Source: an optimization exercise on an open RTL-to-GDS flow (aim: small area). Production flows keep margins and buffers that such runs may drop. The RTL was checked by simulation tests, not by an equivalence proof against the original design. Power is estimated from default activity; no workload was simulated.

--- run.sh ---
#!/bin/bash
# synth_recipe.tcl (not shown) runs the flow's synth.tcl, then flattens the netlist and writes it again
# the make line also repeats each setting of config.mk as NAME=value (left out here)
make -C /OpenROAD-flow-scripts/flow DESIGN_CONFIG=/design/flow/config.mk WORK_HOME=/design/flow/orfs CLKGATE_MAP_FILE= SYNTH_SCRIPT=/design/flow/synth_recipe.tcl finish
--- config.mk ---
export PLATFORM = sky130hd
export DESIGN_NAME = db_filter
export DESIGN_NICKNAME = db_filter
export VERILOG_FILES = /design/flow/design.v
export SDC_FILE = /design/flow/constraint.sdc
export NUM_CORES = 8
export LEC_CHECK = 0
export CAP_MARGIN = 20
export CORE_MARGIN = 2
export CORE_UTILIZATION = 40
export CTS_BUF_LIST = sky130_fd_sc_hd__clkbuf_4
export SLEW_MARGIN = 20
--- constraint.sdc ---
create_clock -name core_clock -period 9.0 [get_ports {clk}]
set_input_delay 1.8000 -clock core_clock [delete_from_list [all_inputs] [get_ports {clk}]]
set_output_delay 1.8000 -clock core_clock [all_outputs]
set_load 0.01 [all_outputs]
--- design.v ---
`timescale 1ns/100ps                                  
`timescale 1ns/100ps                                  
module rom_alpha ( address_i, q_o );
input [5:0] address_i;
output [7:0] q_o;
reg [7:0] q_o;
always@(address_i)
begin
	case(address_i)
	6'd16:q_o = 8'd4;
	6'd17:q_o = 8'd4;
	6'd18:q_o = 8'd5;
	6'd19:q_o = 8'd6;
	6'd20:q_o = 8'd7;
	6'd21:q_o = 8'd8;
	6'd22:q_o = 8'd9;
	6'd23:q_o = 8'd10;
	6'd24:q_o = 8'd12;
	6'd25:q_o = 8'd13;
	6'd26:q_o = 8'd15;
	6'd27:q_o = 8'd17;
	6'd28:q_o = 8'd20;
	6'd29:q_o = 8'd22;
	6'd30:q_o = 8'd25;
	6'd31:q_o = 8'd28;
	6'd32:q_o = 8'd32;
	6'd33:q_o = 8'd36;
	6'd34:q_o = 8'd40;
	6'd35:q_o = 8'd45;
	6'd36:q_o = 8'd50;
	6'd37:q_o = 8'd56;
	6'd38:q_o = 8'd63;
	6'd39:q_o = 8'd71;
	6'd40:q_o = 8'd80;
	6'd41:q_o = 8'd90;
	6'd42:q_o = 8'd101;
	6'd43:q_o = 8'd113;
	6'd44:q_o = 8'd127;
	6'd45:q_o = 8'd144;
	6'd46:q_o = 8'd162;
	6'd47:q_o = 8'd182;
	6'd48:q_o = 8'd203;
	6'd49:q_o = 8'd226;
	6'd50:q_o = 8'd255;
	6'd51:q_o = 8'd255;
	default: q_o = 0;
endcase
end
endmodule
`timescale 1ns/100ps                                  
module rom_beta (  address_i, q_o );
input [5:0] address_i;
output [4:0] q_o;
reg [4:0] q_o;
always@(address_i)
begin
	case(address_i)
	6'd16:q_o = 5'd2;
	6'd17:q_o = 5'd2;
	6'd18:q_o = 5'd2;
	6'd19:q_o = 5'd3;
	6'd20:q_o = 5'd3;
	6'd21:q_o = 5'd3;
	6'd22:q_o = 5'd3;
	6'd23:q_o = 5'd4;
	6'd24:q_o = 5'd4;
	6'd25:q_o = 5'd4;
	6'd26:q_o = 5'd6;
	6'd27:q_o = 5'd6;
	6'd28:q_o = 5'd7;
	6'd29:q_o = 5'd7;
	6'd30:q_o = 5'd8;
	6'd31:q_o = 5'd8;
	6'd32:q_o = 5'd9;
	6'd33:q_o = 5'd9;
	6'd34:q_o = 5'd10;
	6'd35:q_o = 5'd10;
	6'd36:q_o = 5'd11;
	6'd37:q_o = 5'd11;
	6'd38:q_o = 5'd12;
	6'd39:q_o = 5'd12;
	6'd40:q_o = 5'd13;
	6'd41:q_o = 5'd13;
	6'd42:q_o = 5'd14;
	6'd43:q_o = 5'd14;
	6'd44:q_o = 5'd15;
	6'd45:q_o = 5'd15;
	6'd46:q_o = 5'd16;
	6'd47:q_o = 5'd16;
	6'd48:q_o = 5'd17;
	6'd49:q_o = 5'd17;
	6'd50:q_o = 5'd18;
	6'd51:q_o = 5'd18;
	default: q_o = 0;
endcase
end
endmodule
`timescale 1ns/100ps                                  
module rom_clip ( address_i, q_o );
input [8:0] address_i;
output [4:0] q_o;
reg [4:0] q_o; 
always@(address_i)
begin
	case(address_i)
	{3'd1,6'd23}:q_o = 5'd1;
	{3'd1,6'd24}:q_o = 5'd1;
	{3'd1,6'd25}:q_o = 5'd1;
	{3'd1,6'd26}:q_o = 5'd1;
	{3'd1,6'd27}:q_o = 5'd1;
	{3'd1,6'd28}:q_o = 5'd1;
	{3'd1,6'd29}:q_o = 5'd1;
	{3'd1,6'd30}:q_o = 5'd1;
	{3'd1,6'd31}:q_o = 5'd1;
	{3'd1,6'd32}:q_o = 5'd1;
	{3'd1,6'd33}:q_o = 5'd2;
	{3'd1,6'd34}:q_o = 5'd2;
	{3'd1,6'd35}:q_o = 5'd2;
	{3'd1,6'd36}:q_o = 5'd2;
	{3'd1,6'd37}:q_o = 5'd3;
	{3'd1,6'd38}:q_o = 5'd3;
	{3'd1,6'd39}:q_o = 5'd3;
	{3'd1,6'd40}:q_o = 5'd4;
	{3'd1,6'd41}:q_o = 5'd4;
	{3'd1,6'd42}:q_o = 5'd4;
	{3'd1,6'd43}:q_o = 5'd5;
	{3'd1,6'd44}:q_o = 5'd6;
	{3'd1,6'd45}:q_o = 5'd6;
	{3'd1,6'd46}:q_o = 5'd7;
	{3'd1,6'd47}:q_o = 5'd8;
	{3'd1,6'd48}:q_o = 5'd9;
	{3'd1,6'd49}:q_o = 5'd10;
	{3'd1,6'd50}:q_o = 5'd11;
	{3'd1,6'd51}:q_o = 5'd13;
	{3'd2,6'd21}:q_o = 5'd1;
	{3'd2,6'd22}:q_o = 5'd1;
	{3'd2,6'd23}:q_o = 5'd1;
	{3'd2,6'd24}:q_o = 5'd1;
	{3'd2,6'd25}:q_o = 5'd1;
	{3'd2,6'd26}:q_o = 5'd1;
	{3'd2,6'd27}:q_o = 5'd1;
	{3'd2,6'd28}:q_o = 5'd1;
	{3'd2,6'd29}:q_o = 5'd1;
	{3'd2,6'd30}:q_o = 5'd1;
	{3'd2,6'd31}:q_o = 5'd2;
	{3'd2,6'd32}:q_o = 5'd2;
	{3'd2,6'd33}:q_o = 5'd2;
	{3'd2,6'd34}:q_o = 5'd2;
	{3'd2,6'd35}:q_o = 5'd3;
	{3'd2,6'd36}:q_o = 5'd3;
	{3'd2,6'd37}:q_o = 5'd3;
	{3'd2,6'd38}:q_o = 5'd4;
	{3'd2,6'd39}:q_o = 5'd4;
	{3'd2,6'd40}:q_o = 5'd5;
	{3'd2,6'd41}:q_o = 5'd5;
	{3'd2,6'd42}:q_o = 5'd6;
	{3'd2,6'd43}:q_o = 5'd7;
	{3'd2,6'd44}:q_o = 5'd8;
	{3'd2,6'd45}:q_o = 5'd8;
	{3'd2,6'd46}:q_o = 5'd10;
	{3'd2,6'd47}:q_o = 5'd11;
	{3'd2,6'd48}:q_o = 5'd12;
	{3'd2,6'd49}:q_o = 5'd13;
	{3'd2,6'd50}:q_o = 5'd15;
	{3'd2,6'd51}:q_o = 5'd17;
	{3'd3,6'd17}:q_o = 5'd1;
	{3'd3,6'd18}:q_o = 5'd1;
	{3'd3,6'd19}:q_o = 5'd1;
	{3'd3,6'd20}:q_o = 5'd1;
	{3'd3,6'd21}:q_o = 5'd1;
	{3'd3,6'd22}:q_o = 5'd1;
	{3'd3,6'd23}:q_o = 5'd1;
	{3'd3,6'd24}:q_o = 5'd1;
	{3'd3,6'd25}:q_o = 5'd1;
	{3'd3,6'd26}:q_o = 5'd1;
	{3'd3,6'd27}:q_o = 5'd2;
	{3'd3,6'd28}:q_o = 5'd2;
	{3'd3,6'd29}:q_o = 5'd2;
	{3'd3,6'd30}:q_o = 5'd2;
	{3'd3,6'd31}:q_o = 5'd3;
	{3'd3,6'd32}:q_o = 5'd3;
	{3'd3,6'd33}:q_o = 5'd3;
	{3'd3,6'd34}:q_o = 5'd4;
	{3'd3,6'd35}:q_o = 5'd4;
	{3'd3,6'd36}:q_o = 5'd4;
	{3'd3,6'd37}:q_o = 5'd5;
	{3'd3,6'd38}:q_o = 5'd6;
	{3'd3,6'd39}:q_o = 5'd6;
	{3'd3,6'd40}:q_o = 5'd7;
	{3'd3,6'd41}:q_o = 5'd8;
	{3'd3,6'd42}:q_o = 5'd9;
	{3'd3,6'd43}:q_o = 5'd10;
	{3'd3,6'd44}:q_o = 5'd11;
	{3'd3,6'd45}:q_o = 5'd13;
	{3'd3,6'd46}:q_o = 5'd14;
	{3'd3,6'd47}:q_o = 5'd16;
	{3'd3,6'd48}:q_o = 5'd18;
	{3'd3,6'd49}:q_o = 5'd20;
	{3'd3,6'd50}:q_o = 5'd23;
	{3'd3,6'd51}:q_o = 5'd25;	
	default: q_o = 0;
endcase
end
endmodule
module rca #(parameter W = 8) (a, b, ci, s, co);
input  [W-1:0] a, b;
input          ci;
output [W-1:0] s;
output         co;
wire   [W:0]   c;
assign c[0] = ci;
genvar i;
generate for (i = 0; i < W; i = i + 1) begin : bit_
	assign s[i]   = a[i] ^ b[i] ^ c[i];
	assign c[i+1] = (a[i] & b[i]) | (c[i] & (a[i] ^ b[i]));
end endgenerate
assign co = c[W];
endmodule
module rcc #(parameter W = 8) (a, b, ci, co);
input  [W-1:0] a, b;
input          ci;
output         co;
wire   [W:0]   c;
assign c[0] = ci;
genvar i;
generate for (i = 0; i < W; i = i + 1) begin : bit_
	assign c[i+1] = (a[i] & b[i]) | (c[i] & (a[i] | b[i]));
end endgenerate
assign co = c[W];
endmodule
module beta_test (a, b, nbeta1, ok);
input  [7:0] a, b;
input  [4:0] nbeta1;
output       ok;
wire [7:0] d;
wire       co;
rca #(8) sub (.a(a), .b(~b), .ci(1'b1), .s(d), .co(co));
wire s = ~co;                         
wire [4:0] x = d[4:0] ^ {5{s}};       
wire c5;
rcc #(5) cmp (.a(x), .b(nbeta1), .ci(s), .co(c5));
assign ok = ~c5 & (d[7:5] == {3{s}});
endmodule
module line_pre ( pix, en, nalpha1, nts1, nbeta1, tc0_l, ntc0_l, tc_c,
                  edge_on, ap, aq, con_s, dm, clip_l, clip_c, difp, difq );
input  [63:0] pix;       
input         en;        
input  [7:0]  nalpha1;   
input  [7:0]  nts1;      
input  [4:0]  nbeta1;    
input  [4:0]  tc0_l;     
input  [5:0]  ntc0_l;    
input  [4:0]  tc_c;      
output        edge_on, ap, aq, con_s;
output [5:0]  dm;
output        clip_l, clip_c;
output [5:0]  difp, difq;
wire [7:0] p2 = pix[55:48], p1 = pix[47:40], p0 = pix[39:32];
wire [7:0] q0 = pix[31:24], q1 = pix[23:16], q2 = pix[15:8];
wire [8:0] e   = {1'b0, q0} - {1'b0, p0};        
wire       e_s = e[8];
wire [7:0] e_x = e[7:0] ^ {8{e_s}};
wire ca, cs;
rcc #(8) cmp_a (.a(e_x), .b(nalpha1), .ci(e_s), .co(ca));
rcc #(8) cmp_s (.a(e_x), .b(nts1),    .ci(e_s), .co(cs));
assign con_s = ~cs;
wire b_p1, b_q1;
beta_test bt_p1 (.a(p1), .b(p0), .nbeta1(nbeta1), .ok(b_p1));
beta_test bt_q1 (.a(q1), .b(q0), .nbeta1(nbeta1), .ok(b_q1));
beta_test bt_p2 (.a(p2), .b(p0), .nbeta1(nbeta1), .ok(ap));
beta_test bt_q2 (.a(q2), .b(q0), .nbeta1(nbeta1), .ok(aq));
assign edge_on = en & ~ca & b_p1 & b_q1;
wire [8:0] u = {1'b0, p1} - {1'b0, q1};
wire [9:0] w;
wire       w_co;
rca #(10) add_w (.a({e_s, e}), .b({u[8], u[8], u[8], u[8:2]}), .ci(1'b1), .s(w), .co(w_co));
wire [8:0] delta = w[9:1];
wire       s     = delta[8];
wire [7:0] y     = delta[7:0] ^ {8{s}};    
wire       big   = |y[7:5];                
assign dm = {s, delta[4:0]};
wire [4:0] dd;
wire       dc;
rca #(5) sub_d (.a(y[4:0]), .b(~tc0_l), .ci(s), .s(dd), .co(dc));
assign clip_l = big | (dc & ((~ap & ~aq) | ((ap ^ aq) & (|dd)) | (ap & aq & (|dd[4:1]))));
wire cc5;
rcc #(5) cmp_c (.a(y[4:0]), .b(~tc_c), .ci(s), .co(cc5));
assign clip_c = big | cc5;
wire [8:0] a_c = p0 + q0 + 9'd1;
wire [7:0] avg = a_c[8:1];
p1_pre pp (.x2(p2), .x1(p1), .avg(avg), .tc0(tc0_l), .ntc0(ntc0_l), .dif(difp));
p1_pre pq (.x2(q2), .x1(q1), .avg(avg), .tc0(tc0_l), .ntc0(ntc0_l), .dif(difq));
endmodule
module p1_pre (x2, x1, avg, tc0, ntc0, dif);
input  [7:0] x2, x1, avg;
input  [4:0] tc0;
input  [5:0] ntc0;
output [5:0] dif;
wire [7:0] h_s;
wire       h_co;
rca #(8) add_h (.a(x2), .b(avg), .ci(1'b0), .s(h_s), .co(h_co));
wire [7:0] h = {h_co, h_s[7:1]};
wire [7:0] t;
wire       t_co;
rca #(8) sub_t (.a(h), .b(~x1), .ci(1'b1), .s(t), .co(t_co));
wire       t_s  = ~t_co;
wire [7:0] t_y  = t ^ {8{t_s}};
wire       c5;
rcc #(5) cmp (.a(t_y[4:0]), .b(~tc0), .ci(t_s), .co(c5));
wire       clip = (|t_y[7:5]) | c5;
assign dif = clip ? (t_s ? ntc0 : {1'b0, tc0}) : t[5:0];
endmodule
module add_clip (x, z, ci, y);
input  [7:0] x;
input  [5:0] z;
input        ci;
output [7:0] y;
wire [4:0] lo;
wire       c5;
rca #(5) add_lo (.a(x[4:0]), .b(z[4:0]), .ci(ci), .s(lo), .co(c5));
wire [2:0] xh  = x[7:5];
wire [2:0] inc = {xh[2] ^ (xh[1] & xh[0]), xh[1] ^ xh[0], ~xh[0]};
wire [2:0] dec = {xh[2] ^ (~xh[1] & ~xh[0]), ~(xh[1] ^ xh[0]), ~xh[0]};
wire       sg  = z[5];
wire [2:0] hi  = (sg == c5) ? xh : (c5 ? inc : dec);
wire       ovf = ~sg & c5 & (&xh);
wire       unf = sg & ~c5 & ~(|xh);
assign y = ({hi, lo} | {8{ovf}}) & ~{8{unf}};
endmodule
module add_wrap (x, z, y);
input  [7:0] x;
input  [5:0] z;
output [7:0] y;
wire [4:0] lo;
wire       c5;
rca #(5) add_lo (.a(x[4:0]), .b(z[4:0]), .ci(1'b0), .s(lo), .co(c5));
wire [2:0] xh  = x[7:5];
wire [2:0] inc = {xh[2] ^ (xh[1] & xh[0]), xh[1] ^ xh[0], ~xh[0]};
wire [2:0] dec = {xh[2] ^ (~xh[1] & ~xh[0]), ~(xh[1] ^ xh[0]), ~xh[0]};
wire       sg  = z[5];
wire [2:0] hi  = (sg == c5) ? xh : (c5 ? inc : dec);
assign y = {hi, lo};
endmodule
module line_post ( pix, edge_on, ap, aq, con_s, dm, clip_l, clip_c, difp, difq,
                   t0, t1, t2, tcc, norm, strongf, chroma, pix_o );
input  [63:0] pix;       
input         edge_on;   
input         ap, aq;    
input         con_s;     
input  [5:0]  dm;        
input         clip_l;    
input         clip_c;    
input  [5:0]  difp, difq;  
input  [4:0]  t0, t1, t2;  
input  [4:0]  tcc;       
input         norm;      
input         strongf;   
input         chroma;
output [63:0] pix_o;
wire [7:0] p3 = pix[63:56], p2 = pix[55:48], p1 = pix[47:40], p0 = pix[39:32];
wire [7:0] q0 = pix[31:24], q1 = pix[23:16], q2 = pix[15:8],  q3 = pix[7:0];
wire luma = ~chroma;
wire fn   = edge_on & norm;
wire fs   = edge_on & strongf;
wire sp   = fs & ap & con_s & luma;
wire sq   = fs & aq & con_s & luma;
wire [4:0] tc_l = (ap & aq) ? t2 : ((ap | aq) ? t1 : t0);
wire [4:0] tcs  = chroma ? tcc : tc_l;
wire       clip = chroma ? clip_c : clip_l;
wire       s    = dm[5];
wire [5:0] z    = fn ? {s, (clip ? (tcs ^ {5{s}}) : dm[4:0])} : 6'd0;
wire       zc   = fn & clip & s;
wire [7:0] p0n, q0n;
add_clip ac_p0 (.x(p0), .z(z),  .ci(zc),  .y(p0n));
add_clip ac_q0 (.x(q0), .z(~z), .ci(~zc), .y(q0n));
wire [7:0] p1n, q1n;
add_wrap aw_p1 (.x(p1), .z((fn & ap & luma) ? difp : 6'd0), .y(p1n));
add_wrap aw_q1 (.x(q1), .z((fn & aq & luma) ? difq : 6'd0), .y(q1n));
wire [7:0] a_s;
wire       a_co;
rca #(8) add_a (.a(p0), .b(q0), .ci(1'b1), .s(a_s), .co(a_co));
wire [8:0] a_c = {a_co, a_s};
wire [7:0] pq1_s;
wire       pq1_co;
rca #(8) add_pq1 (.a(p1), .b(q1), .ci(1'b0), .s(pq1_s), .co(pq1_co));
wire [9:0] cc;
rca #(9) add_c (.a(a_c), .b({pq1_co, pq1_s}), .ci(1'b1), .s(cc[8:0]), .co(cc[9]));
wire [7:0] p0s, p1s, p2s, q0s, q1s, q2s;
strong_side ssp (.x3(p3), .x2(p2), .x1(p1), .a_c(a_c), .cc(cc), .y0(p0s), .y1(p1s), .y2(p2s));
strong_side ssq (.x3(q3), .x2(q2), .x1(q1), .a_c(a_c), .cc(cc), .y0(q0s), .y1(q1s), .y2(q2s));
wire [7:0] p0c, q0c;
tap3 t3p (.x1(p1), .x0(p0), .y1(q1), .y(p0c));
tap3 t3q (.x1(q1), .x0(q0), .y1(p1), .y(q0c));
wire [7:0] p0o = fs ? (sp ? p0s : p0c) : p0n;
wire [7:0] q0o = fs ? (sq ? q0s : q0c) : q0n;
wire [7:0] p1o = sp ? p1s : p1n;
wire [7:0] q1o = sq ? q1s : q1n;
wire [7:0] p2o = sp ? p2s : p2;
wire [7:0] q2o = sq ? q2s : q2;
assign pix_o = {p3, p2o, p1o, p0o, q0o, q1o, q2o, q3};
endmodule
module strong_side (x3, x2, x1, a_c, cc, y0, y1, y2);
input  [7:0] x3, x2, x1;
input  [8:0] a_c;
input  [9:0] cc;
output [7:0] y0, y1, y2;
wire [7:0] b_s;
wire       b_co;
rca #(8) add_b (.a(x2), .b(x1), .ci(1'b1), .s(b_s), .co(b_co));
wire [9:0] s;
rca #(9) add_s (.a(a_c), .b({b_co, b_s}), .ci(1'b0), .s(s[8:0]), .co(s[9]));
assign y1 = s[9:2];
wire [10:0] t0;
rca #(10) add_0 (.a(s), .b(cc), .ci(1'b0), .s(t0[9:0]), .co(t0[10]));
assign y0 = t0[10:3];
wire [7:0] m_s;
wire       m_co;
rca #(8) add_m (.a(x3), .b(x2), .ci(1'b1), .s(m_s), .co(m_co));
wire [10:0] t2;
rca #(10) add_2 (.a(s), .b({m_co, m_s, 1'b0}), .ci(1'b0), .s(t2[9:0]), .co(t2[10]));
assign y2 = t2[10:3];
endmodule
module tap3 (x1, x0, y1, y);
input  [7:0] x1, x0, y1;
output [7:0] y;
wire [7:0] h_s;
wire       h_co;
rca #(8) add_h (.a(x0), .b(y1), .ci(1'b0), .s(h_s), .co(h_co));
wire [7:0] r_s;
wire       r_co;
rca #(8) add_r (.a(x1), .b({h_co, h_s[7:1]}), .ci(1'b1), .s(r_s), .co(r_co));
assign y = {r_co, r_s[7:1]};
endmodule
module db_filter ( clk,
					 rst, 
					 bs_luma,
					 bs_chroma_1, 
					 bs_chroma_2, 
                     qp1_i, qp2_i,
					 select,
					 p3_1_i, p2_1_i, p1_1_i, p0_1_i, q0_1_i, q1_1_i, q2_1_i, q3_1_i,
                     p3_2_i, p2_2_i, p1_2_i, p0_2_i, q0_2_i, q1_2_i, q2_2_i, q3_2_i,
                     p3_3_i, p2_3_i, p1_3_i, p0_3_i, q0_3_i, q1_3_i, q2_3_i, q3_3_i,
                     p3_4_i, p2_4_i, p1_4_i, p0_4_i, q0_4_i, q1_4_i, q2_4_i, q3_4_i,
					 p3_1_o, p2_1_o, p1_1_o, p0_1_o, q0_1_o, q1_1_o, q2_1_o, q3_1_o,
                     p3_2_o, p2_2_o, p1_2_o, p0_2_o, q0_2_o, q1_2_o, q2_2_o, q3_2_o,
                     p3_3_o, p2_3_o, p1_3_o, p0_3_o, q0_3_o, q1_3_o, q2_3_o, q3_3_o,
                     p3_4_o, p2_4_o, p1_4_o, p0_4_o, q0_4_o, q1_4_o, q2_4_o, q3_4_o
                    );
input clk;
input rst;
input [2:0] bs_luma;
input [2:0] bs_chroma_1;
input [2:0] bs_chroma_2;
input [5:0] qp1_i, qp2_i;
input select;                  
input [7:0] p3_1_i, p2_1_i, p1_1_i, p0_1_i, q0_1_i, q1_1_i, q2_1_i, q3_1_i;
input [7:0] p3_2_i, p2_2_i, p1_2_i, p0_2_i, q0_2_i, q1_2_i, q2_2_i, q3_2_i;
input [7:0] p3_3_i, p2_3_i, p1_3_i, p0_3_i, q0_3_i, q1_3_i, q2_3_i, q3_3_i;
input [7:0] p3_4_i, p2_4_i, p1_4_i, p0_4_i, q0_4_i, q1_4_i, q2_4_i, q3_4_i;
output [7:0] p3_1_o, p2_1_o, p1_1_o, p0_1_o, q0_1_o, q1_1_o, q2_1_o, q3_1_o;
output [7:0] p3_2_o, p2_2_o, p1_2_o, p0_2_o, q0_2_o, q1_2_o, q2_2_o, q3_2_o;
output [7:0] p3_3_o, p2_3_o, p1_3_o, p0_3_o, q0_3_o, q1_3_o, q2_3_o, q3_3_o;
output [7:0] p3_4_o, p2_4_o, p1_4_o, p0_4_o, q0_4_o, q1_4_o, q2_4_o, q3_4_o;
wire [6:0] qpav1 = qp1_i + qp2_i + 7'd1;
wire [5:0] index = (qpav1[6:1] >= 6'd51) ? 6'd51 : qpav1[6:1];
wire [255:0] pix_i = {p3_1_i, p2_1_i, p1_1_i, p0_1_i, q0_1_i, q1_1_i, q2_1_i, q3_1_i,
                      p3_2_i, p2_2_i, p1_2_i, p0_2_i, q0_2_i, q1_2_i, q2_2_i, q3_2_i,
                      p3_3_i, p2_3_i, p1_3_i, p0_3_i, q0_3_i, q1_3_i, q2_3_i, q3_3_i,
                      p3_4_i, p2_4_i, p1_4_i, p0_4_i, q0_4_i, q1_4_i, q2_4_i, q3_4_i};
reg [255:0] pix_1;
reg [5:0]   index_1;
reg [2:0]   bsl_1, bsc1_1, bsc2_1;
always @(posedge clk or negedge rst) begin
	if(!rst) begin
		pix_1   <= 0;
		index_1 <= 0;
		bsl_1   <= 0;
		bsc1_1  <= 0;
		bsc2_1  <= 0;
	end
	else begin
		pix_1   <= pix_i;
		index_1 <= index;
		bsl_1   <= bs_luma;
		bsc1_1  <= bs_chroma_1;
		bsc2_1  <= bs_chroma_2;
	end
end
wire [7:0] alpha;
wire [4:0] beta;
rom_alpha alpha1 ( .address_i(index_1), .q_o(alpha));
rom_beta  beta1  ( .address_i(index_1), .q_o(beta) );
wire       en      = index_1[5] | index_1[4];      
wire [7:0] nalpha1 = ~(alpha - 8'd1);
wire [7:0] nts1    = ~({2'b00, alpha[7:2]} + 8'd1);
wire [4:0] nbeta1  = ~(beta - 5'd1);
wire [4:0] tc0_l, tc0_c1, tc0_c2;
rom_clip clip_l  (.address_i({bsl_1,  index_1}), .q_o(tc0_l));
rom_clip clip_c1 (.address_i({bsc1_1, index_1}), .q_o(tc0_c1));
rom_clip clip_c2 (.address_i({bsc2_1, index_1}), .q_o(tc0_c2));
wire [5:0] ntc0_l = 6'd0 - {1'b0, tc0_l};
wire [4:0] tc_c1  = tc0_c1 + 5'd1;
wire [4:0] tc_c2  = tc0_c2 + 5'd1;
wire [3:0] edge_on, ap, aq, con_s, clip_lm, clip_cm;
wire [23:0] dm, difp, difq;
line_pre pre1 (.pix(pix_1[255:192]), .en(en), .nalpha1(nalpha1), .nts1(nts1), .nbeta1(nbeta1), .tc0_l(tc0_l), .ntc0_l(ntc0_l), .tc_c(tc_c1),
               .edge_on(edge_on[3]), .ap(ap[3]), .aq(aq[3]), .con_s(con_s[3]), .dm(dm[23:18]), .clip_l(clip_lm[3]), .clip_c(clip_cm[3]), .difp(difp[23:18]), .difq(difq[23:18]));
line_pre pre2 (.pix(pix_1[191:128]), .en(en), .nalpha1(nalpha1), .nts1(nts1), .nbeta1(nbeta1), .tc0_l(tc0_l), .ntc0_l(ntc0_l), .tc_c(tc_c1),
               .edge_on(edge_on[2]), .ap(ap[2]), .aq(aq[2]), .con_s(con_s[2]), .dm(dm[17:12]), .clip_l(clip_lm[2]), .clip_c(clip_cm[2]), .difp(difp[17:12]), .difq(difq[17:12]));
line_pre pre3 (.pix(pix_1[127:64]),  .en(en), .nalpha1(nalpha1), .nts1(nts1), .nbeta1(nbeta1), .tc0_l(tc0_l), .ntc0_l(ntc0_l), .tc_c(tc_c2),
               .edge_on(edge_on[1]), .ap(ap[1]), .aq(aq[1]), .con_s(con_s[1]), .dm(dm[11:6]),  .clip_l(clip_lm[1]), .clip_c(clip_cm[1]), .difp(difp[11:6]),  .difq(difq[11:6]));
line_pre pre4 (.pix(pix_1[63:0]),    .en(en), .nalpha1(nalpha1), .nts1(nts1), .nbeta1(nbeta1), .tc0_l(tc0_l), .ntc0_l(ntc0_l), .tc_c(tc_c2),
               .edge_on(edge_on[0]), .ap(ap[0]), .aq(aq[0]), .con_s(con_s[0]), .dm(dm[5:0]),    .clip_l(clip_lm[0]), .clip_c(clip_cm[0]), .difp(difp[5:0]),    .difq(difq[5:0]));
wire norm_l    = (bsl_1  == 3'd1) | (bsl_1  == 3'd2) | (bsl_1  == 3'd3);
wire norm_c1   = (bsc1_1 == 3'd1) | (bsc1_1 == 3'd2) | (bsc1_1 == 3'd3);
wire norm_c2   = (bsc2_1 == 3'd1) | (bsc2_1 == 3'd2) | (bsc2_1 == 3'd3);
wire strong_l  = (bsl_1  == 3'd4);
wire strong_c1 = (bsc1_1 == 3'd4);
wire strong_c2 = (bsc2_1 == 3'd4);
reg [255:0] pix_2;
reg [3:0]   edge_on_2, ap_2, aq_2, con_s_2, clip_l_2, clip_c_2;
reg [23:0]  dm_2, difp_2, difq_2;
reg [4:0]   tc0_l_2, tc_c1_2, tc_c2_2;
reg         norm_l_2, norm_c1_2, norm_c2_2, strong_l_2, strong_c1_2, strong_c2_2;
always @(posedge clk or negedge rst) begin
	if(!rst) begin
		pix_2      <= 0;
		edge_on_2  <= 0;
		ap_2       <= 0;
		aq_2       <= 0;
		con_s_2    <= 0;
		clip_l_2   <= 0;
		clip_c_2   <= 0;
		dm_2       <= 0;
		difp_2     <= 0;
		difq_2     <= 0;
		tc0_l_2    <= 0;
		tc_c1_2    <= 0;
		tc_c2_2    <= 0;
		norm_l_2   <= 0;
		norm_c1_2  <= 0;
		norm_c2_2  <= 0;
		strong_l_2 <= 0;
		strong_c1_2<= 0;
		strong_c2_2<= 0;
	end
	else begin
		pix_2      <= pix_1;
		edge_on_2  <= edge_on;
		ap_2       <= ap;
		aq_2       <= aq;
		con_s_2    <= con_s;
		clip_l_2   <= clip_lm;
		clip_c_2   <= clip_cm;
		dm_2       <= dm;
		difp_2     <= difp;
		difq_2     <= difq;
		tc0_l_2    <= tc0_l;
		tc_c1_2    <= tc_c1;
		tc_c2_2    <= tc_c2;
		norm_l_2   <= norm_l;
		norm_c1_2  <= norm_c1;
		norm_c2_2  <= norm_c2;
		strong_l_2 <= strong_l;
		strong_c1_2<= strong_c1;
		strong_c2_2<= strong_c2;
	end
end
wire [4:0] t1 = tc0_l_2 + 5'd1;
wire [4:0] t2 = tc0_l_2 + 5'd2;
wire norm_a   = select ? norm_c1_2   : norm_l_2;
wire norm_b   = select ? norm_c2_2   : norm_l_2;
wire strong_a = select ? strong_c1_2 : strong_l_2;
wire strong_b = select ? strong_c2_2 : strong_l_2;
wire [255:0] pix_o;
line_post post1 (.pix(pix_2[255:192]), .edge_on(edge_on_2[3]), .ap(ap_2[3]), .aq(aq_2[3]), .con_s(con_s_2[3]), .dm(dm_2[23:18]), .clip_l(clip_l_2[3]), .clip_c(clip_c_2[3]),
                 .difp(difp_2[23:18]), .difq(difq_2[23:18]), .t0(tc0_l_2), .t1(t1), .t2(t2), .tcc(tc_c1_2), .norm(norm_a), .strongf(strong_a), .chroma(select), .pix_o(pix_o[255:192]));
line_post post2 (.pix(pix_2[191:128]), .edge_on(edge_on_2[2]), .ap(ap_2[2]), .aq(aq_2[2]), .con_s(con_s_2[2]), .dm(dm_2[17:12]), .clip_l(clip_l_2[2]), .clip_c(clip_c_2[2]),
                 .difp(difp_2[17:12]), .difq(difq_2[17:12]), .t0(tc0_l_2), .t1(t1), .t2(t2), .tcc(tc_c1_2), .norm(norm_a), .strongf(strong_a), .chroma(select), .pix_o(pix_o[191:128]));
line_post post3 (.pix(pix_2[127:64]),  .edge_on(edge_on_2[1]), .ap(ap_2[1]), .aq(aq_2[1]), .con_s(con_s_2[1]), .dm(dm_2[11:6]),  .clip_l(clip_l_2[1]), .clip_c(clip_c_2[1]),
                 .difp(difp_2[11:6]),  .difq(difq_2[11:6]),  .t0(tc0_l_2), .t1(t1), .t2(t2), .tcc(tc_c2_2), .norm(norm_b), .strongf(strong_b), .chroma(select), .pix_o(pix_o[127:64]));
line_post post4 (.pix(pix_2[63:0]),    .edge_on(edge_on_2[0]), .ap(ap_2[0]), .aq(aq_2[0]), .con_s(con_s_2[0]), .dm(dm_2[5:0]),    .clip_l(clip_l_2[0]), .clip_c(clip_c_2[0]),
                 .difp(difp_2[5:0]),   .difq(difq_2[5:0]),   .t0(tc0_l_2), .t1(t1), .t2(t2), .tcc(tc_c2_2), .norm(norm_b), .strongf(strong_b), .chroma(select), .pix_o(pix_o[63:0]));
assign {p3_1_o, p2_1_o, p1_1_o, p0_1_o, q0_1_o, q1_1_o, q2_1_o, q3_1_o,
        p3_2_o, p2_2_o, p1_2_o, p0_2_o, q0_2_o, q1_2_o, q2_2_o, q3_2_o,
        p3_3_o, p2_3_o, p1_3_o, p0_3_o, q0_3_o, q1_3_o, q2_3_o, q3_3_o,
        p3_4_o, p2_4_o, p1_4_o, p0_4_o, q0_4_o, q1_4_o, q2_4_o, q3_4_o} = pix_o;
endmodule
==> results.txt, run 1 <==
Setup path:
- The worst-path maximum fanout is 3.
- The setup path with the least slack is of type flop to primary output.
- Following the worst setup path forward leads to its endpoint at p0_4_o[6].
- The worst setup path is captured at a primary output.
- The worst flop-to-flop path startpoint is pix_1[216].
- At the worst endpoint, the required time is approximately 7.2 ns.
- The capturing point of the worst reg2reg path is difp_2[21].
- The data arrival time of the critical path is approximately 7 ns.
- The source of the critical timing path is pix_2[32].
- The slack of the worst reg-to-reg path is approximately 1.1 ns.
- The kind of start point of the critical path is a flop.
- The number of cells traversed by the worst register-to-register path is 25.

Logic synthesis:
- After synthesis, the largest family of logic cells by area is adder cells.
- The number of instances in the synthesized netlist is about 5700.
- The multiplexer share of the synthesized area is 0.0155.
- The number of synthesized flops with an enable pin is 0.
- In this run the cell area of the synthesized design comes to 57500 sq um.
- The compound-gate portion of the synthesized area came to 0.117.
- Of the total synthesized cell area, the portion taken by AND, OR, NAND and NOR gates is 0.103.
- The number of distinct standard cells referenced by the synthesized netlist is 98.
- For this run, the leading register cell type out of synthesis is sky130_fd_sc_hd__dfrtp_1.
- The synthesized flop and latch total is around 640.
- Sorting the synthesized cells by area gives the leading types as sky130_fd_sc_hd__fa_1 (29%), sky130_fd_sc_hd__dfrtp_1 (28%), sky130_fd_sc_hd__inv_1 (6.4%), sky130_fd_sc_hd__ha_1 (5.9%), sky130_fd_sc_hd__nand2_1 (3.3%).
- The number of synthesis warnings is 4.
- The average footprint of a synthesized cell is between 10 and 15 sq um.
- Of the total synthesized cell area, the portion taken by full adders, half adders and majority gates is 0.359.
- After synthesis, the share of flip-flops with an asynchronous set or reset is 1.00.
- The fraction of the yosys area taken by sequential cells is 0.280.
- Synthesis produced a netlist with a net count of roughly 7100.
- The xor/xnor share of the synthesized area is 0.0388.
- Of the post-synthesis cell area, the dominant cell type holds 0.294.
- The biggest area contributor in the post-synthesis netlist is sky130_fd_sc_hd__fa_1.

Finish:
- The area added between synthesis and finish is 18.1%.
- The number of fill cells in the layout is about 13000.
- The library cell used most frequently in the layout, excluding fill and tap cells, is sky130_fd_sc_hd__inv_1.
- The area used by sequential logic in the layout is about 16000 sq um.
- After the flow finishes, the layout carries non-filler instances totaling ~8300.
- In the final layout, the share of cells above drive strength 1 is 0.128.
- Leaving out fill and tap cells, the most frequent cells in the layout are sky130_fd_sc_hd__inv_1 (937), sky130_fd_sc_hd__dfrtp_1 (644), sky130_fd_sc_hd__fa_1 (614), sky130_fd_sc_hd__nand2_1 (501), sky130_fd_sc_hd__clkdlybuf4s50_1 (484).
- The number of nets at the end of the flow is 7669.
- The area taken by multi-input logic gates is ~37000 sq um.

Detailed routing:
- The final wirelength is ~190000 microns.
- The number of DRC markers after the initial detailed-route iteration is roughly 3400.
- Dividing the detail-routed wire length by the instance count gives 22.9 microns.
- The number of routed nets with antenna violations is 0.
- For this block, the via count after detailed routing is between 40000 and 50000.
- The DRC violation count after routing is 0.
- The first detailed-routing pass ran for 6 iterations.
- Using the TritonRoute via totals, the vias-per-cell ratio works out to between 5 and 6.

Timing:
- Setup violations remaining at the end of the flow were counted as 0.
- The count of endpoints failing hold in the final timing report is 0.
- The relative slew slack is 0.262.
- The setup clock skew after layout is 0.0610 ns.
- For this run, the top clock speed supported by timing is around 0.11 GHz.
- Counting I/O delays and the setup requirement, the final critical path takes 8.95 ns.
- In the finished design, the share of the clock period the worst path needs comes to 0.995.
- The worst hold slack across all endpoints is between 0.3 and 0.4 ns.
- At the pin with the least slew margin, the transition time is 1.10 ns.
- The sum of negative setup slack is 0 ns.
- Setup repair after global routing could not meet its margin everywhere.
- The number of max-slew violations in the final report was 0.

Floorplanning:
- The die covers around 150000 sq um.
- The placement row count is between 100 and 150.
- The placeable core area is 143000 sq um.
- The height of the chip is approximately 380 microns.
- The initial standard-cell utilization of the core is 0.402.
- In this run the count of I/O pins placed on the die edge is about 540.
- From left edge to right edge, the die measures 383 microns.

Run status:
- The flow ran to the end and the layout has no timing, DRC or antenna violations.

Clock tree:
- TritonCTS built the clock tree.
- Clock tree synthesis found a total of 644 sinks.
- The number of clock buffers added by TritonCTS is 189.
- The library cell used as clock root buffer is sky130_fd_sc_hd__clkbuf_4.
- The clock reaches the later pin of the worst-skew pair after ~1.3 ns.
- The H-tree depth is 4.
- No sink is reached through more buffers than the 3 on the longest clock path.
- The clock transition time at the flip-flop clock pins of the worst setup and hold paths is roughly 0.070 ns.

Pwr:
- The power per standard cell area is ~220 nW/um^2.
- For this design the static power due to leakage is 30.8 nW.
- The maximum vdd ir drop is 150 uV.

Global routing:
- The largest net degree at the start of global routing is 161.
- The initial antenna violation count is 6.
- For this run the aggregate overflow at the end of global routing stands at 0.
- For this run, the total global-route usage over all layers was measured as 0.262.
- The number of global-route vias before repair is around 45000.
- The first-pass GRT wire length is approximately 290000 microns.

Place:
- The number of buffer cells added on primary ports is approximately 540.
- Detailed placement finished with a half-perimeter wire length of 156000 microns.
- Routability-driven placement finished with a final weighted congestion of 0.965.
- The cell total after placement is just under 8000.

Worst hold path:
- The tightest min-delay check is of the flop to flop type.

Flow run:
- Max-cap violations in this run came to 0.
## per-layer routing
layer	wire length (microns)	global-route usage	part of all wire	vias up
met1	81700	0.355	0.43	21731
met3	12500	0.0514	0.066	328
met2	89600	0.420	0.47	1581
li1	-	-	-	19556
met4	6500	0.0917	0.034	4
met5	27	0	0.00014	-
## layout make-up
class | count | area share
Antenna cell | 12 | 0.000442
Clock inverter | 59 | 0.00378
Multi-Input combinational cell | 3792 | 0.548
Timing Repair Buffer | 655 | 0.0915
Tap cell | 1903 | 0.0351
Clock buffer | 265 | 0.0293
Sequential cell | 644 | 0.237
Inverter | 989 | 0.0547
## critical path, cell delays in order (launching register included)
cell and delay [ns]:
sky130_fd_sc_hd__dfrtp_1 0.35, sky130_fd_sc_hd__inv_2 0.07, sky130_fd_sc_hd__ha_4 0.16, sky130_fd_sc_hd__fa_2 0.34
sky130_fd_sc_hd__inv_2 0.06, sky130_fd_sc_hd__fa_2 0.45, sky130_fd_sc_hd__buf_6 0.14, sky130_fd_sc_hd__fa_2 0.37
sky130_fd_sc_hd__fa_2 0.41, sky130_fd_sc_hd__fa_2 0.42, sky130_fd_sc_hd__fa_2 0.41, sky130_fd_sc_hd__fa_2 0.40
sky130_fd_sc_hd__fa_2 0.50, sky130_fd_sc_hd__buf_6 0.13, sky130_fd_sc_hd__fa_2 0.34, sky130_fd_sc_hd__fa_2 0.40
sky130_fd_sc_hd__fa_2 0.53, sky130_fd_sc_hd__mux2i_1 0.08, sky130_fd_sc_hd__o22ai_2 0.17, sky130_fd_sc_hd__buf_2 0.17
## flip-flops by register name, summed over array words and instances (netlist names)
| signal | flops |
|---|---|
| strong_l_2 | 1 |
| tc0_l_2 | 5 |
| tc_c2_2 | 5 |
| difq_2 | 24 |
| clip_c_2 | 4 |
| tc_c1_2 | 5 |
| con_s_2 | 4 |
| norm_c2_2 | 1 |
| norm_c1_2 | 1 |
| index_1 | 6 |
| aq_2 | 4 |
| clip_l_2 | 4 |
| bsc1_1 | 3 |
| dm_2 | 24 |
| pix_1 | 256 |
| norm_l_2 | 1 |
| edge_on_2 | 4 |
| bsl_1 | 3 |
| strong_c1_2 | 1 |
| bsc2_1 | 3 |
| pix_2 | 256 |
| strong_c2_2 | 1 |
| difp_2 | 24 |
| ap_2 | 4 |
## cell families (layout without fill, tap and decap cells)
kind of cell	Yosys count	count (layout)
AO/OA/AOI/OAI	1042	1042
XOR/XNOR	254	254
adder cells (fa/ha/maj)	1150	1150
buffers and inverters	1235	1968
flip-flops	644	644
multiplexers	86	86
other	0	12
AND/OR/NAND/NOR	1260	1260
## cells in the mapped netlist, types with 42 or more instances
cell type / n
sky130_fd_sc_hd__buf_4: 68
sky130_fd_sc_hd__and2_1: 66
sky130_fd_sc_hd__nor2b_1: 51
sky130_fd_sc_hd__clkbuf_1: 133
sky130_fd_sc_hd__xnor2_1: 159
sky130_fd_sc_hd__nor3_1: 62
sky130_fd_sc_hd__xor2_1: 94
sky130_fd_sc_hd__a21oi_1: 233
sky130_fd_sc_hd__nor2_1: 314
sky130_fd_sc_hd__a211oi_1: 42
sky130_fd_sc_hd__dfrtp_1: 644
sky130_fd_sc_hd__o21ai_0: 307
sky130_fd_sc_hd__nand2_1: 503
sky130_fd_sc_hd__nand3_1: 60
sky130_fd_sc_hd__ha_1: 273
sky130_fd_sc_hd__fa_1: 845
sky130_fd_sc_hd__mux2i_1: 61
sky130_fd_sc_hd__o211ai_1: 47
sky130_fd_sc_hd__a31oi_1: 47
sky130_fd_sc_hd__inv_1: 982
sky130_fd_sc_hd__nand2b_1: 54
## metrics by stage
step                total power, mW  setup WS, ns   util  instance area, sq um
floorplan                      9.21         0.707      -                 57500
global placement               11.8         0.353  0.452                 64600
detailed placement             11.9         0.298  0.452                 64700
CTS                            15.1       -0.0601  0.472                 67600
global route                   16.5        -0.245  0.475                 67900
finish                         15.1        0.0465  0.475                 67900
## power by group
group | switching (mW) | total (mW) | internal (mW)
sequential | 0.261 | 3.42 | 3.16
combinational | 5.22 | 9.01 | 3.79
clock | 1.34 | 2.69 | 1.35
total | 6.82 | 15.1 | 8.30
## worst min-delay path by stage
stage                          start          to  cells after the start
after floorplan             pix_1[0]    pix_2[0]                      0
after global placement    pix_1[195]  pix_2[195]                      0
after detailed placement  pix_1[197]  pix_2[197]                      0
after CTS                   pix_1[1]    pix_2[1]                      0
after global routing        pix_1[1]    pix_2[1]                      0
final                     pix_1[248]  pix_2[248]                      0
## repair_timing
item | in CTS | in global routing
setup buffers | 27 | 20
resized for setup | 360 | 101
endpoints found under the hold margin | 0 | 0
setup endpoints to repair | 67 | 43
hold buffers | 0 | 0
pin swaps | 114 | 121
==> inputs of run 2 (changes only) <==
--- a/config.mk
+++ b/config.mk
@@ -9,4 +9,3 @@
 export CORE_MARGIN = 2
 export CORE_UTILIZATION = 40
-export CTS_BUF_LIST = sky130_fd_sc_hd__clkbuf_4
 export SLEW_MARGIN = 20
==> results.txt, run 2 <==
Logic synthesis:
- The total nets after synthesis came to 7069 (unchanged).
- The number of synthesized flops with an enable pin is 0 (unchanged).
- The number of distinct standard cells referenced by the synthesized netlist is 98 (unchanged).
- The most instantiated flip-flop cell in the synthesis netlist was sky130_fd_sc_hd__dfrtp_1 (unchanged).
- The compound-gate portion of the synthesized area is 0.117 (unchanged).
- The number of instances in the synthesized netlist was 5671 (unchanged).
- Top cells by area, synth: sky130_fd_sc_hd__fa_1 (29%), sky130_fd_sc_hd__dfrtp_1 (28%), sky130_fd_sc_hd__inv_1 (6.4%), sky130_fd_sc_hd__ha_1 (5.9%), sky130_fd_sc_hd__nand2_1 (3.3%) (unchanged).
- The average footprint of a synthesized cell is 10.1 sq um (unchanged).
- The fraction of the yosys area taken by sequential cells is 0.280 (unchanged).
- The post-synthesis async set-or-reset flop share is 1.00 (unchanged).
- The synthesized-area fraction occupied by and/or/nand/nor cells came to 0.103 (unchanged).
- The area fraction of the dominant cell type after synthesis is 0.294 (unchanged).
- The multiplexer share of the synthesized area was 0.0155 (unchanged).
- The leading cell type by number of instances after synthesis is sky130_fd_sc_hd__inv_1 (unchanged).
- The synthesized cell area is 57500 sq um (unchanged).
- The combinational family with the most area after synthesis is adder cells (unchanged).
- The most area-hungry cell type in the Yosys netlist is sky130_fd_sc_hd__fa_1 (unchanged).
- Synth top cells by count: sky130_fd_sc_hd__inv_1 (982), sky130_fd_sc_hd__fa_1 (845), sky130_fd_sc_hd__dfrtp_1 (644), sky130_fd_sc_hd__nand2_1 (503), sky130_fd_sc_hd__nor2_1 (314) (unchanged).
- The synthesized-area fraction occupied by adder cells is 0.359 (unchanged).
- The synthesized flop and latch total is 644 (unchanged).
- The number of synthesis warnings is 4 (unchanged).
- The xor/xnor share of the synthesized area is 0.0388 (unchanged).

Global routing:
- The first-pass GRT wire length is 283000 microns (was 285000 microns).
- The initial antenna violation count is 4 (was 6).
- The combined global-route utilization of all metal layers came to 0.259 (was 0.262).
- The total congestion overflow is 0 (unchanged).
- The number of global-route vias before repair was 44296 (was 45395).
- The largest net degree at the start of global routing is 161 (unchanged).

Timing:
- The setup clock skew after layout came to 0.0370 ns (was 0.0610 ns).
- The count of endpoints failing hold in the final timing report is 0 (unchanged).
- Setup repair after global routing missed its margin: no (was yes).
- The sum of negative setup slack is 0 ns (unchanged).
- The highest attainable clock frequency was 0.114 GHz (was 0.112 GHz).
- The number of max-slew violations in the final report came to 0 (unchanged).
- The slew at the pin with the worst max-slew slack is 1.13 ns (was 1.10 ns).
- The setup violation total in the final timing report is 0 (unchanged).
- The worst hold slack across all endpoints came to 0.332 ns (was 0.339 ns).
- The relative slew slack is 0.241 (was 0.262).
- The final critical delay including setup and external delays came to 8.76 ns (was 8.95 ns).
- The ratio of final minimum period to clock period is 0.974 (was 0.995).

Pwr:
- The power per standard cell area came to 229 nW/um^2 (was 223 nW/um^2).
- The portion of total power attributed to combinational logic came to 0.559 (was 0.596).
- The internal power came to 8.70 mW (was 8.30 mW).
- The switching power is 6.80 mW (was 6.82 mW).
- The power share of the sequential group is 0.221 (was 0.226).
- The maximum vdd ir drop is 163 uV (was 150 uV).
- The leakage component of the power is 30.8 nW (about the same).
- The switching share of power was 0.439 (was 0.451).
- The share of total power in the clock network was 0.220 (was 0.178).

Place:
- The post-detailed-placement cell area came to 64700 sq um (unchanged).
- The number of buffer cells added on primary ports is 535 (unchanged).
- The final weighted congestion in routability-driven placement was 0.965 (unchanged).
- The half-perimeter wire length after placement is 156000 microns (unchanged).

Detailed routing:
- The number of routed nets with antenna violations came to 0 (unchanged).
- The final wirelength was 189000 microns (was 190000 microns).
- The number of detailed-route iterations in the first pass came to 7 (was 6).
- The average wire per standard cell is 23.3 microns (was 22.9 microns).
- The number of DRC markers after the initial detailed-route iteration is 3147 (was 3370).
- The total via count after detailed routing came to 42126 (was 43200).
- The DRC violation count after routing came to 0 (unchanged).
- The via count normalized by instance count was 5.20 (was 5.19).

Finish:
- Most used cells in the layout excluding fill and tap cells: sky130_fd_sc_hd__inv_1 (979), sky130_fd_sc_hd__fa_1 (768), sky130_fd_sc_hd__dfrtp_1 (644), sky130_fd_sc_hd__nand2_1 (503), sky130_fd_sc_hd__clkdlybuf4s50_1 (493) (was sky130_fd_sc_hd__inv_1 (937), sky130_fd_sc_hd__dfrtp_1 (644), sky130_fd_sc_hd__fa_1 (614), sky130_fd_sc_hd__nand2_1 (501), sky130_fd_sc_hd__clkdlybuf4s50_1 (484)).
- The commonest non-fill, non-tap cell in the layout is sky130_fd_sc_hd__inv_1 (unchanged).
- The number of nets at the end of the flow was 7527 (was 7669).
- Largest registers: pix_1: 256 flops, pix_2: 256 flops (unchanged).
- The post-route cell area came to 67700 sq um (was 67900 sq um).
- The fraction of layout cells with a size suffix above 1 is 0.0676 (was 0.128).
- The area added between synthesis and finish is 17.7% (was 18.1%).
- The count of antenna diodes in the layout is 0 (was 12).

Clock tree:
- The CTS buffer count is 83 (was 189).
- The clock transition time at the flip-flop clock pins of the worst setup and hold paths is 0.06 ns (was 0.07 ns).
- The maximum buffer depth of the clock tree is 3 (unchanged).
- The H-tree depth came to 3 (was 4).
- The insertion delay of the later-clocked pin in the worst-skew pair is 0.73 ns (was 1.25 ns).
- The clock sink count is 644 (unchanged).
- The TritonCTS clock tree is built (unchanged).
- The number of hold-repair buffers added at the cts stage is 0 (unchanged).
- The library cell used as clock root buffer is sky130_fd_sc_hd__clkbuf_16 (was sky130_fd_sc_hd__clkbuf_4).

Floorplanning:
- The placeable core area was 143000 sq um (unchanged).
- The total die area is 147000 sq um (unchanged).
- The height of the chip came to 383 microns (unchanged).
- The count of pins on the block boundary came to 536 (unchanged).
- The placement row count was 139 (unchanged).
- The initial standard-cell utilization of the core is 0.402 (unchanged).
- The width of the die is 383 microns (unchanged).

Setup path:
- The worst-path maximum fanout came to 3 (unchanged).
- The category of the worst setup path capture point is a primary output (unchanged).
- Chain of cells forming the critical path: inv_1, ha_1, fa_2, inv_1, fa_1, fa_1, buf_4, ha_1, a31o_2, fa_2, fa_2, fa_2, fa_2, fa_1, fa_1, inv_1, fa_1, o21ai_1, buf_2 (was inv_2, ha_4, fa_2, inv_2, fa_2, buf_6, fa_2, fa_2, fa_2, fa_2, fa_2, fa_2, buf_6, fa_2, fa_2, fa_2, mux2i_1, o22ai_2, buf_2).
- The required time of the critical path is 7.20 ns (about the same).
- The standard cell with the maximum stage delay on the critical path is sky130_fd_sc_hd__fa_2 (unchanged).
- The count of buffer and inverter cells on the critical path is 5 (unchanged).
- The kind of start point of the critical path is a flop (unchanged).
- The cell family contributing the most delay on the critical path is adder cells (unchanged).
- The critical path start-end classification is flop to primary output (unchanged).
- The largest incremental delay on the critical path was 0.59 ns (was 0.53 ns).
- The data arrival time of the critical path is 6.96 ns (was 7.15 ns).

Flow run:
- The max capacitance violation total was 0 (unchanged).

Worst hold path:
- The path category of the worst min-delay check is flop to flop (unchanged).

Run status:
- Status: no timing/DRC/antenna violations (unchanged).
run 2: worst paths after layout:
path	startpoint	endpoint	slack [ns]	cells after the start
worst max-delay path	pix_2[24]	q2_4_o[6]	0.24	19
worst min-delay path	pix_1[0]	pix_2[0]	0.33	0
worst max register to register	pix_1[216]	difp_2[21]	1.15	24
worst min register to register	pix_1[0]	pix_2[0]	0.33	0
max in group asynchronous	rst	pix_2[68]	6.26	3
min in group asynchronous	rst	pix_1[197]	1.11	1
run 2: through the flow:
| step | power [mW] | setup slack, ns | utilization | instances |
|---|---|---|---|---|
| final | 15.5 | 0.236 | 0.473 | 8099 |
| after global placement | 11.8 | 0.353 | 0.452 | 7936 |
| after global routing | 16.8 | 0.00223 | 0.473 | 8099 |
| after detailed placement | 11.9 | 0.298 | 0.452 | 7936 |
| after CTS | 15.5 | 0.000320 | 0.472 | 8094 |
| after floorplan | 9.21 | 0.707 | - | 5671 |
run 2: cells by family (layout without fill, tap and decap cells):
logic type / Yosys count / after routing
buffers and inverters: 1235 / 1760
XOR/XNOR: 254 / 254
AND/OR/NAND/NOR: 1260 / 1260
AO/OA/AOI/OAI: 1042 / 1042
adder cells (fa/ha/maj): 1150 / 1150
multiplexers: 86 / 86
flip-flops: 644 / 644
run 2: final cells by class:
| class | count | area, sq um |
|---|---|---|
| Clock buffer | 112 | 2370 |
| Clock inverter | 40 | 422 |
| Fill cell | 13355 | 75400 |
| Inverter | 989 | 3710 |
| Multi-Input combinational cell | 3792 | 36700 |
| Sequential cell | 644 | 16100 |
| Tap cell | 1903 | 2380 |
| Timing Repair Buffer | 619 | 5990 |
run 2: worst reg2reg max path, stage by stage (launching register included):
cell and delay (ns):
sky130_fd_sc_hd__dfrtp_1 0.44, sky130_fd_sc_hd__inv_1 0.09, sky130_fd_sc_hd__ha_1 0.24, sky130_fd_sc_hd__fa_1 0.41, sky130_fd_sc_hd__xor2_1 0.21, sky130_fd_sc_hd__fa_1 0.44
sky130_fd_sc_hd__fa_1 0.42, sky130_fd_sc_hd__fa_1 0.44, sky130_fd_sc_hd__inv_1 0.12, sky130_fd_sc_hd__fa_1 0.23, sky130_fd_sc_hd__inv_1 0.07, sky130_fd_sc_hd__fa_1 0.39
sky130_fd_sc_hd__fa_1 0.37, sky130_fd_sc_hd__inv_1 0.08, sky130_fd_sc_hd__fa_1 0.15, sky130_fd_sc_hd__inv_1 0.05, sky130_fd_sc_hd__fa_1 0.35, sky130_fd_sc_hd__inv_1 0.08
sky130_fd_sc_hd__fa_1 0.66, sky130_fd_sc_hd__inv_1 0.38, sky130_fd_sc_hd__nor4b_1 0.96, sky130_fd_sc_hd__o21ai_0 0.38, sky130_fd_sc_hd__a211oi_1 0.31, sky130_fd_sc_hd__a21oi_2 0.16
sky130_fd_sc_hd__mux2_2 0.31
run 2: repair_timing:
item / CTS / global route
setup endpoints to repair: 39 / 36
resized for setup: 76 / 101
cloned: 0 / 0
pin swaps: 10 / 11
setup buffers: 6 / 5
run 2: power by group through the flow:
stage	registers, mW	clock network [mW]	logic [mW]
floorplan	3.34	0	5.87
finish	3.42	3.41	8.67
detailed placement	3.48	0	8.44
CTS	3.43	3.51	8.56
global route	3.46	3.63	9.75
global placement	3.48	0	8.29
run 2: per-layer routing:
layer	vias up	part of all wire	wire, microns	global-route usage
li1	19145	-	-	-
met1	21259	0.43	80800	0.352
met2	1442	0.47	89000	0.418
met3	278	0.068	12900	0.0478
met4	2	0.032	6110	0.0850
met5	-	0.000048	9	0
==> inputs of run 3 (changes only) <==
==> flow/run.sh (new file) <==
#!/bin/bash
# Standard layout (standard.sh), with two changes to how it is made:
#  - Yosys's synth runs without its early "abc -fast" pass (SYNTH_ARGS=-noabc),
#    so extract_fa sees the adders before ABC restructures them; ORFS's own
#    ABC mapping runs later as usual.
#  - Port buffers are sky130_fd_sc_hd__buf_1 cells.
set -euo pipefail
export SYNTH_ARGS="-noabc"
export BUFFER_PORTS_ARGS="-buffer_cell sky130_fd_sc_hd__buf_1"
bash standard.sh > standard.log 2>&1
==> standard.sh (new file) <==
#!/bin/bash
# synth_recipe.tcl (not shown) runs the flow's synth.tcl, then flattens the netlist and writes it again
# the make line also repeats each setting of config.mk as NAME=value (left out here)
make -C /OpenROAD-flow-scripts/flow DESIGN_CONFIG=/design/flow/config.mk WORK_HOME=/design/flow/orfs CLKGATE_MAP_FILE= SYNTH_SCRIPT=/design/flow/synth_recipe.tcl "${@:-finish}"
removed: run.sh
==> results.txt, run 3 <==
Run status:
- Status: no timing/DRC/antenna violations (unchanged).

Timing:
- The highest attainable clock frequency was 0.114 GHz (about the same).
- The relative slew slack is 0.149 (was 0.241).
- The final critical delay including setup and external delays came to 8.79 ns (was 8.76 ns).
- The sum of negative setup slack is 0 ns (unchanged).
- The worst hold slack across all endpoints came to 0.341 ns (was 0.332 ns).
- The setup clock skew after layout is 0.0305 ns (was 0.0370 ns).
- Setup repair after global routing missed its margin: no (unchanged).
- The count of endpoints failing hold in the final timing report is 0 (unchanged).
- The slew at the pin with the worst max-slew slack came to 1.27 ns (was 1.13 ns).
- The setup violation total in the final timing report is 0 (unchanged).
- The number of max-slew violations in the final report was 0 (unchanged).
- The ratio of final minimum period to clock period is 0.976 (was 0.974).

Detailed routing:
- The number of DRC markers after the initial detailed-route iteration was 3001 (was 3147).
- The total via count after detailed routing came to 39076 (was 42126).
- The number of detailed-route iterations in the first pass came to 6 (was 7).
- The final wirelength is 178000 microns (was 189000 microns).
- The via count normalized by instance count is 5.31 (was 5.20).
- The DRC violation count after routing is 0 (unchanged).
- The average wire per standard cell is 24.2 microns (was 23.3 microns).
- The number of routed nets with antenna violations is 0 (unchanged).

Worst hold path:
- The worst min-delay path startpoint is pix_1[70] (was pix_1[0]).
- The path category of the worst min-delay check was flop to flop (unchanged).

Clock tree:
- The CTS buffer count was 77 (was 83).
- The library cell used as clock root buffer is sky130_fd_sc_hd__clkbuf_16 (unchanged).
- The TritonCTS clock tree is built (unchanged).
- The clock transition time at the flip-flop clock pins of the worst setup and hold paths is 0.06 ns (about the same).
- The insertion delay of the later-clocked pin in the worst-skew pair is 0.70 ns (was 0.73 ns).
- The clock sink count is 644 (unchanged).
- The number of hold-repair buffers added at the cts stage is 0 (unchanged).
- The H-tree depth is 3 (unchanged).
- The maximum buffer depth of the clock tree was 3 (unchanged).

Global routing:
- The most utilized layer in the global route result is met2 (unchanged).
- The combined global-route utilization of all metal layers was 0.255 (was 0.259).
- The number of global-route vias before repair is 41145 (was 44296).
- The first-pass GRT wire length is 266000 microns (was 283000 microns).
- The total congestion overflow was 0 (unchanged).
- The largest net degree at the start of global routing came to 137 (was 161).
- The global routing met1 resource utilization is 0.348 (was 0.352).
- The global routing usage on met2 is 0.412 (was 0.418).
- The met3 usage in global routing is 0.0434 (was 0.0478).
- The initial antenna violation count is 8 (was 4).

Setup path:
- The source of the critical timing path is pix_2[8] (was pix_2[24]).
- The required time of the critical path is 7.20 ns (about the same).
- The data arrival time of the critical path is 6.99 ns (was 6.96 ns).
- The kind of start point of the critical path is a flop (unchanged).
- The cell family contributing the most delay on the critical path is adder cells (unchanged).
- The worst flop-to-flop path startpoint is pix_1[216] (unchanged).
- The category of the worst setup path capture point is a primary output (unchanged).
- In this design, the critical path's most frequently occurring cell is sky130_fd_sc_hd__fa_1.
- Chain of cells forming the critical path: inv_1, ha_1, inv_1, fa_1, fa_1, fa_1, fa_1, fa_1, fa_1, fa_2, fa_1, fa_1, fa_1, fa_1, a221o_1, buf_1 (was inv_1, ha_1, fa_2, inv_1, fa_1, fa_1, buf_4, ha_1, a31o_2, fa_2, fa_2, fa_2, fa_2, fa_1, fa_1, inv_1, fa_1, o21ai_1, buf_2).
- The critical path start-end classification is flop to primary output (unchanged).
- The count of buffer and inverter cells on the critical path is 3 (was 5).
- The largest incremental delay on the critical path is 0.58 ns (was 0.59 ns).
- The standard cell with the maximum stage delay on the critical path is sky130_fd_sc_hd__fa_1 (was sky130_fd_sc_hd__fa_2).
- The worst-path maximum fanout is 3 (unchanged).

Logic synthesis:
- The most instantiated flip-flop cell in the synthesis netlist is sky130_fd_sc_hd__dfrtp_1 (unchanged).
- The number of distinct standard cells referenced by the synthesized netlist came to 96 (was 98).
- The number of instances in the synthesized netlist is 5076 (was 5671).
- The average footprint of a synthesized cell is 10.9 sq um (was 10.1 sq um).
- Synth top cells by count: sky130_fd_sc_hd__fa_1 (845), sky130_fd_sc_hd__dfrtp_1 (644), sky130_fd_sc_hd__nand2_1 (506), sky130_fd_sc_hd__inv_1 (481), sky130_fd_sc_hd__nor2_1 (319) (was sky130_fd_sc_hd__inv_1 (982), sky130_fd_sc_hd__fa_1 (845), sky130_fd_sc_hd__dfrtp_1 (644), sky130_fd_sc_hd__nand2_1 (503), sky130_fd_sc_hd__nor2_1 (314)).
- The synthesized cell area is 55400 sq um (was 57500 sq um).
- The fraction of the yosys area taken by sequential cells came to 0.291 (was 0.280).
- The most area-hungry cell type in the Yosys netlist was sky130_fd_sc_hd__fa_1 (unchanged).
- The number of synthesized flops with an enable pin was 0 (unchanged).
- The post-synthesis async set-or-reset flop share is 1.00 (unchanged).
- The number of synthesis warnings came to 4 (unchanged).
- Top cells by area, synth: sky130_fd_sc_hd__fa_1 (31%), sky130_fd_sc_hd__dfrtp_1 (29%), sky130_fd_sc_hd__ha_1 (6.9%), sky130_fd_sc_hd__nand2_1 (3.4%), sky130_fd_sc_hd__inv_1 (3.3%) (was sky130_fd_sc_hd__fa_1 (29%), sky130_fd_sc_hd__dfrtp_1 (28%), sky130_fd_sc_hd__inv_1 (6.4%), sky130_fd_sc_hd__ha_1 (5.9%), sky130_fd_sc_hd__nand2_1 (3.3%)).
- The leading cell type by number of instances after synthesis is sky130_fd_sc_hd__fa_1 (was sky130_fd_sc_hd__inv_1).
- The area fraction of the dominant cell type after synthesis is 0.305 (was 0.294).
- The synthesized flop and latch total is 644 (unchanged).
- The total nets after synthesis is 6506 (was 7069).

Finish:
- The number of nets at the end of the flow came to 6927 (was 7527).
- The number of fill cells in the layout was 12991 (was 13355).
- The commonest non-fill, non-tap cell in the layout was sky130_fd_sc_hd__fa_1 (was sky130_fd_sc_hd__inv_1).
- The fraction of layout cells with a size suffix above 1 is 0.0600 (was 0.0676).
- The area added between synthesis and finish is 11.6% (was 17.7%).
- Most used cells in the layout excluding fill and tap cells: sky130_fd_sc_hd__fa_1 (799), sky130_fd_sc_hd__dfrtp_1 (643), sky130_fd_sc_hd__buf_1 (529), sky130_fd_sc_hd__nand2_1 (506), sky130_fd_sc_hd__inv_1 (475) (was sky130_fd_sc_hd__inv_1 (979), sky130_fd_sc_hd__fa_1 (768), sky130_fd_sc_hd__dfrtp_1 (644), sky130_fd_sc_hd__nand2_1 (503), sky130_fd_sc_hd__clkdlybuf4s50_1 (493)).
- Largest registers: pix_1: 256 flops, pix_2: 256 flops (unchanged).

Flow run:
- The max capacitance violation total is 0 (unchanged).

Pwr:
- The maximum vdd ir drop is 178 uV (was 163 uV).
- The power per standard cell area is 237 nW/um^2 (was 229 nW/um^2).
- The leakage component of the power is 27.1 nW (was 30.8 nW).

Floorplanning:
- The count of pins on the block boundary came to 536 (unchanged).
- The width of the die is 376 microns (was 383 microns).
- The initial standard-cell utilization of the core is 0.403 (was 0.402).
- The placement row count is 136 (was 139).
- The total die area was 141000 sq um (was 147000 sq um).
- The placeable core area came to 137000 sq um (was 143000 sq um).
- The height of the chip is 376 microns (was 383 microns).

Place:
- The half-perimeter wire length after placement is 145000 microns (was 156000 microns).
- The number of buffer cells added on primary ports came to 535 (unchanged).
- The final weighted congestion in routability-driven placement is 0.928 (was 0.965).
run 3: area by class of cell:
cell class,count,area (sq um),area share
diodes,8,20.0,0.000324
clock buffers,104,2200,0.0356
clock inverters,32,465,0.00753
inverters,492,1850,0.0299
multi-input cells,3693,36400,0.589
flip-flops and latches,644,16100,0.261
well taps,1794,2240,0.0363
repair buffers,589,2490,0.0402
run 3: what timing repair did:
| action | 4_1_cts | 5_1_grt |
|---|---|---|
| pin swaps | 4 | 5 |
| gates resized for setup | 14 | 46 |
| buffers inserted | 1 | 3 |
| endpoints found under the setup margin | 5 | 24 |
run 3: power by group:
part	internal, mW	leakage (nW)	switching [mW]
clock	2.01	1.28	1.35
sequential	3.18	7.61	0.346
combinational	3.24	18.2	4.50
total	8.42	27.1	6.19
run 3: per-stage QoR:
| step | instances | utilization | total power, mW | worst slack, ns | area (sq um) |
|---|---|---|---|---|---|
| floorplan | 5076 | - | 8.85 | 0.618 | 55400 |
| global placement | 7208 | 0.429 | 10.9 | 0.578 | 58900 |
| detailed placement | 7208 | 0.429 | 11.1 | 0.481 | 58900 |
| CTS | 7345 | 0.448 | 14.6 | 0.0197 | 61600 |
| global route | 7349 | 0.449 | 15.8 | 0.000101 | 61800 |
| finish | 7356 | 0.449 | 14.6 | 0.213 | 61800 |
run 3: cell families (layout without fill, tap and decap cells):
group | count (synthesis) | after routing | synth area share
buffers and inverters | 739 | 1217 | 0.0559
DFF | 644 | 644 | 0.291
other | 0 | 8 | 0
muxes | 120 | 120 | 0.0226
xor gates and xnor gates | 239 | 239 | 0.0378
and+or+nand+nor | 1240 | 1240 | 0.104
adders and majority gates | 1211 | 1211 | 0.385
AOI/OAI and AO/OA | 883 | 883 | 0.104
run 3: final timing paths:
check	endpoint	slack (ns)	depth (start not counted)
setup / recovery	q0_4_o[6]	0.21	16
setup reg to reg	clip_l_2[3]	1.28	23
hold / removal	pix_2[70]	0.34	0
min in group asynchronous	pix_2[106]	1.24	1
max in group asynchronous	pix_1[1]	6.01	3
hold reg to reg	pix_2[70]	0.34	0
run 3: routing by layer:
layer	vias up	share of wire
met5	-	0.00012
met4	4	0.033
met3	240	0.062
li1	17568	-
met2	1334	0.48
met1	19930	0.43

-- afterwards: timing with drivers on the ports --
In the flow no input, the clock included, has a driving cell. The finished layouts below were timed again as built, in two steps. Step 1: set_driving_cell puts a clkbuf_16 on clk and a buf_2 on each other input, an assumption about the parent block. Step 2 moves the port delays by t, midway between the first and last clock arrival at a register: inputs arrive t later, outputs are due t later. That takes back most of the time a late clock gives input paths. a / b / c = ideal / step 1 / step 2; a / b = the first two.
run | t, ns | setup slack, ns | hold slack, ns | latest minus earliest clock arrival (ns) | pins driven straight from the clock port
run 1 | 1.293 | 0.046 / -0.025 / 0.305 | 0.339 / 0.339 / 0.339 | 0.075 / 0.074 | 1
run 2 | 0.788 | 0.236 / 0.153 / 0.297 | 0.332 / 0.332 / 0.332 | 0.046 / 0.046 | 1
run 3 | 0.762 | 0.213 / 0.135 / 0.410 | 0.341 / 0.341 / 0.341 | 0.031 / 0.031 | 1
After both steps setup and hold are still met in every run listed.
